What follows belongs to an exercise in optimizing a design on an open flow for small area, a short achievable clock period and few clock cycles; a production flow would make more cautious choices. In this exercise RTL edits were held to simulation tests only and were not proved equivalent to the original. Power and IR drop assume default switching activity.

## CPU
module CPU(clk, rst, imem_addr, imem_rdata, dmem_addr, dmem_wdata, dmem_we, dmem_rdata);
	input clk, rst;
	output[31:0] imem_addr;
	input[31:0] imem_rdata;
	output[31:0] dmem_addr, dmem_wdata;
	output dmem_we;
	input[31:0] dmem_rdata;
	reg[31:0] eA, eB, eC;	 
	reg[4:0] eRd;
	reg eWe, eSt, eLd, eFwdLd, eBr, eJalr, ePred, eBrLt, eBrInv, eCin;
	reg eSelSum, eSelAnd, eSelOr, eSelXor, eSelSlt;
	reg[31:0] mRes, mData;
	reg[4:0] mRd;
	reg mWe, mSt, mLd;
	wire[31:0] sum;
	adder32bit aluAdd(eA, eB ^ {32{eCin}}, eCin, sum);
	wire[31:0] andv = eA & eB;
	wire[31:0] orv = eA | eB;
	wire[31:0] xorv = eA ^ eB;
	wire lt, eq;
	ALU cmp(eA, eB, lt, eq);
	wire selC = ~(eSelSum | eSelAnd | eSelOr | eSelXor | eSelSlt);
	wire[31:0] eRes = ({32{eSelSum}} & sum) | ({32{eSelAnd}} & andv) | ({32{eSelOr}} & orv) |
			({32{eSelXor}} & xorv) | {31'b0, eSelSlt & lt} | ({32{selC}} & eC);
	wire taken = (eBrLt ? lt : eq) ^ eBrInv;
	wire redirect = eJalr | (eBr & (taken ^ ePred));
	wire[31:0] redirPC = eJalr ? sum : eC;
	assign dmem_addr = mRes;
	assign dmem_wdata = mData;
	assign dmem_we = mSt;
	wire[31:0] mWb = mLd ? dmem_rdata : mRes;
	reg[31:0] rf[1:31];
	always @(posedge clk)
  ...
clock: 10.0 ns
lec_check: 0
cap_margin: 20
core_area: 2.3 2.72 361.9 361.48
cts_cluster_diameter: 60
cts_cluster_size: 30
die_area: 0 0 364.2 364.2
place_density: 0.7
slew_margin: 20
standard.sh (not shown) runs the stock make flow with config.mk's settings and CLKGATE_MAP_FILE= SYNTH_SCRIPT=/design/flow/synth_recipe.tcl, a recipe that flattens the netlist after the stock synthesis.
==> flow/flow/run.sh <==
#!/bin/bash
# Layout flow: the standard ORFS flow (standard.sh, standard synthesis and
# all steps unchanged) with two settings changed:
#  - the port buffers are plain buf_4 cells instead of delay buffers.
# make's full output goes to standard.log here; ORFS's own step logs are in orfs/logs.
set -euo pipefail
cd "$(dirname "$0")/.."
bash standard.sh SETUP_SLACK_MARGIN=6.8 "BUFFER_PORTS_ARGS=-buffer_cell sky130_fd_sc_hd__buf_4" finish > standard.log 2>&1
Testbench counts at the start, summed over its fixed seeds: cycles 311,396.
Edit:
--- a/flow/flow/run.sh
+++ b/flow/flow/run.sh
@@ -8 +8 @@
-bash standard.sh SETUP_SLACK_MARGIN=6.8 "BUFFER_PORTS_ARGS=-buffer_cell sky130_fd_sc_hd__buf_4" finish > standard.log 2>&1
+bash standard.sh SETUP_SLACK_MARGIN=6.5 "BUFFER_PORTS_ARGS=-buffer_cell sky130_fd_sc_hd__buf_4" finish > standard.log 2>&1
Settings changed: CTS_CLUSTER_SIZE 30 to 20, PLACE_DENSITY 0.7 to not set.
After rerunning:
- critical path depth falls by 5
- routed wire length rises by 2.8%
- via count falls by 3.8%
- worst setup slack is worse by 0.14 ns
- first-iteration DRC count falls by 15%
- utilization falls by 2.2 points
Edit:
--- a/flow/flow/run.sh
+++ b/flow/flow/run.sh
@@ -8 +8 @@
-bash standard.sh SETUP_SLACK_MARGIN=6.5 "BUFFER_PORTS_ARGS=-buffer_cell sky130_fd_sc_hd__buf_4" finish > standard.log 2>&1
+bash standard.sh SETUP_SLACK_MARGIN=6.6 "BUFFER_PORTS_ARGS=-buffer_cell sky130_fd_sc_hd__buf_4" finish > standard.log 2>&1
Settings changed: CTS_CLUSTER_SIZE 20 to 25, PLACE_DENSITY set to 0.7.
What happened: The changed run completed without violations; synthesized cell count does not change; utilization goes down by 0.15 points; setup slack is better by 0.13 ns; power goes down by about 3.4%; hold slack is better by 0.0070 ns; die area stays the same; via count hardly moves; wire length goes down by 5.0%.
Edit:
Settings changed: CTS_CLUSTER_SIZE 25 to 20.
The new run finished with timing, DRC and antenna clean.
Final cell count went up by 0.81%.
Non-clock buffer count came out higher by 43.
Routed wire length came out higher by 0.31%.
Sequential share of layout area came out lower by 0.52 points.
Synthesized area does not change.
Utilization rose by 0.58 points.
Cell area rises by 1.0%.
Critical path depth stays the same.
Synthesized cell count does not change.

static timing again, ports no longer ideal:
The flow's constraints put no driver on any port. The routed layouts listed below were extracted and timed again, unchanged, in two steps. Step 1 sets driving cells, clkbuf_16 on the clock port and buf_2 on the other inputs (assumed; they add their load-dependent delay and slew). Step 2 moves the port delays by t, midway between the first and last clock arrival at a register: inputs arrive t later, outputs are due t later. That takes back most of the time a late clock gives input paths. Slacks: ideal ports / drivers / drivers and shift; pairs: ideal ports / drivers.
run	shift t [ns]	setup WS [ns]	hold WS [ns]	clock arrival spread, ns	worst slew at a driven data input, ns
the first run	0.799	6.434 / 6.434 / 5.976	0.371 / 0.371 / 0.371	0.062 / 0.061	0.06
the second run	0.824	6.291 / 6.291 / 5.860	0.379 / 0.379 / 0.379	0.055 / 0.056	0.06
the third run	0.822	6.418 / 6.418 / 5.851	0.386 / 0.386 / 0.386	0.045 / 0.045	0.05
the fourth run	0.817	6.424 / 6.424 / 5.911	0.381 / 0.381 / 0.381	0.057 / 0.058	0.05
After both steps setup and hold are still met in every run listed. The setup slack of the third run, which loses most, moves by 0.000 ns with the drivers and by -0.567 ns with both steps.
